This is an optimization exercise on Yosys and OpenROAD, whose aim is small area, a short achievable clock period and few clock cycles per item, not a production implementation. In this exercise RTL edits were held to simulation tests only and were not proved equivalent to the original. Power figures rest on the tool's default switching activity, not on a simulated workload.

Design RSA_Encryptor, start of the top module:
module RSA_Encryptor(private_key, public_key, message_val, clk, start, rst, cal_done, cal_val);
==> flow/config.mk <==
export PLATFORM = sky130hd
export DESIGN_NAME = RSA_Encryptor
export DESIGN_NICKNAME = RSA_Encryptor
export VERILOG_FILES = /design/flow/design.v
export SDC_FILE = /design/flow/constraint.sdc
export NUM_CORES = 4
export LEC_CHECK = 0
export CAP_MARGIN = 20
export CORE_MARGIN = 2
export CORE_UTILIZATION = 55
export SLEW_MARGIN = 20
export TNS_END_PERCENT = 10
==> flow/constraint.sdc <==
create_clock -name core_clock -period 10.0 [get_ports {clk}]
set_input_delay 2.0000 -clock core_clock [delete_from_list [all_inputs] [get_ports {clk}]]
set_output_delay 2.0000 -clock core_clock [all_outputs]
set_load 0.01 [all_outputs]
standard.sh (not shown) runs the stock make flow with config.mk's settings and CLKGATE_MAP_FILE= SYNTH_SCRIPT=/design/flow/synth_recipe.tcl, a recipe that flattens the netlist after the stock synthesis.
==> flow/flow/run.sh <==
#!/bin/bash
# Layout flow: the standard layout (standard.sh, unchanged synthesis),
# with two repair settings changed:
#  - the input and output ports are buffered with buf_2 cells instead of the
#    default pick, a slow delay buffer;
set -euo pipefail
bash standard.sh "BUFFER_PORTS_ARGS=-buffer_cell sky130_fd_sc_hd__buf_2" \
	"SETUP_SLACK_MARGIN=6.5" \
	finish > standard.log 2>&1
Testbench counts at the start, summed over its fixed seeds: cycles 71,074, items 32.
Then changed:
CORE_UTILIZATION = 70   (was 55)
TNS_END_PERCENT = 5   (was 10)
Combinational power goes down by a few percent.
Count of clock-buffer cells in the layout goes down by 8.
Sequential share of layout area goes up by 0.89 points.
Sequential power is about the same.
Wire length goes down by a little under a tenth.
Power goes down by a few percent.
Synthesized area stays the same.
Final cell count goes down by a few percent.
Via count goes up slightly.
Final area goes down by a few percent.
First-iteration DRC count goes up by roughly a tenth.
Then changed:
--- a/flow/flow/run.sh
+++ b/flow/flow/run.sh
@@ -5,5 +5,7 @@
 #    default pick, a slow delay buffer;
+#  - repair_timing aims for SETUP_SLACK_MARGIN ns of extra setup slack.
+# The clock period and all constraints are the standard flow's.
 set -euo pipefail
+MARGIN=6.5
 bash standard.sh "BUFFER_PORTS_ARGS=-buffer_cell sky130_fd_sc_hd__buf_2" \
-	"SETUP_SLACK_MARGIN=6.5" \
-	finish > standard.log 2>&1
+	"SETUP_SLACK_MARGIN=${MARGIN}" finish > standard.log 2>&1
CORE_UTILIZATION = 40   (was 70)
TNS_END_PERCENT = unset   (was 5)
Effect:
- synthesized cell count does not change
- fmax went down slightly
- setup slack is worse by 28 ps
- via count went down by a few percent
- global-route usage went down by 16 points
- synthesized area does not change


Setup of old:
Starting RTL as in the previous note.
==> flow/config.mk <==
export PLATFORM = sky130hd
export DESIGN_NAME = RSA_Encryptor
export DESIGN_NICKNAME = RSA_Encryptor
export VERILOG_FILES = /design/flow/design.v
export SDC_FILE = /design/flow/constraint.sdc
export NUM_CORES = 4
export LEC_CHECK = 0
export CAP_MARGIN = 20
export CORE_MARGIN = 2
export CORE_UTILIZATION = 70
export SLEW_MARGIN = 20
export TNS_END_PERCENT = 5
==> flow/constraint.sdc <==
create_clock -name core_clock -period 10.0 [get_ports {clk}]
set_input_delay 2.0000 -clock core_clock [delete_from_list [all_inputs] [get_ports {clk}]]
set_output_delay 2.0000 -clock core_clock [all_outputs]
set_load 0.01 [all_outputs]
==> flow/flow/run.sh <==
#!/bin/bash
# Layout flow: the standard layout (standard.sh, unchanged synthesis),
# with two repair settings changed:
#  - the input and output ports are buffered with buf_2 cells instead of the
#    default pick, a slow delay buffer;
set -euo pipefail
bash standard.sh "BUFFER_PORTS_ARGS=-buffer_cell sky130_fd_sc_hd__buf_2" \
	"SETUP_SLACK_MARGIN=7" \
	finish > standard.log 2>&1
Testbench counts of old, summed over its fixed seeds: cycles 71,074, items 32.
Input changes introduced in new (baseline for comparison: old):
Settings: a change of TNS_END_PERCENT from 5 to 2; a change of CORE_UTILIZATION from 70 to 78.
--- a/flow/flow/run.sh
+++ b/flow/flow/run.sh
@@ -8 +8 @@
-	"SETUP_SLACK_MARGIN=7" \
+	"SETUP_SLACK_MARGIN=6.5" \
==> comparison <==
Between old and new, the difference in power in sequential cells is negligible. Power consumption: new worse than old. old has higher number of non-filler instances in the completed layout than new. new against old: die area shrank by 0.0051 mm^2, buffer count excluding the clock tree in the final layout shrank by about 8%, final instance area shrank by 0.93%, worst hold margin grew by 0.011 ns. On power spent charging and discharging nets, old beats new.

==> static timing again, ports no longer ideal <==
Ports are ideal in the flow. The routed layouts listed here were re-timed in OpenROAD.
Step 1 assumes that a clkbuf_16 drives the clock port and a buf_2 every other input.
Step 2 also shifts input and output timing later by t, the mid clock arrival at the registers, as if the neighbouring blocks saw the same clock.
Three values: ideal ports, drivers, drivers and shift; two values: the first two.
run	shift t [ns]	slack for setup (ns)	worst setup path at the end	clock arrival spread, ns
the first run of note 1	0.693	5.396 / 5.396 / 5.396	register to register	0.017 / 0.017
the second run of note 1	0.667	5.437 / 5.437 / 5.437	register to register	0.018 / 0.019
the third run of note 1	0.693	5.409 / 5.409 / 5.409	register to register	0.014 / 0.014
old	0.673	5.420 / 5.420 / 5.420	register to register	0.021 / 0.022
new	0.688	5.320 / 5.320 / 5.320	register to register	0.035 / 0.035
After both steps setup and hold are still met in every run listed.
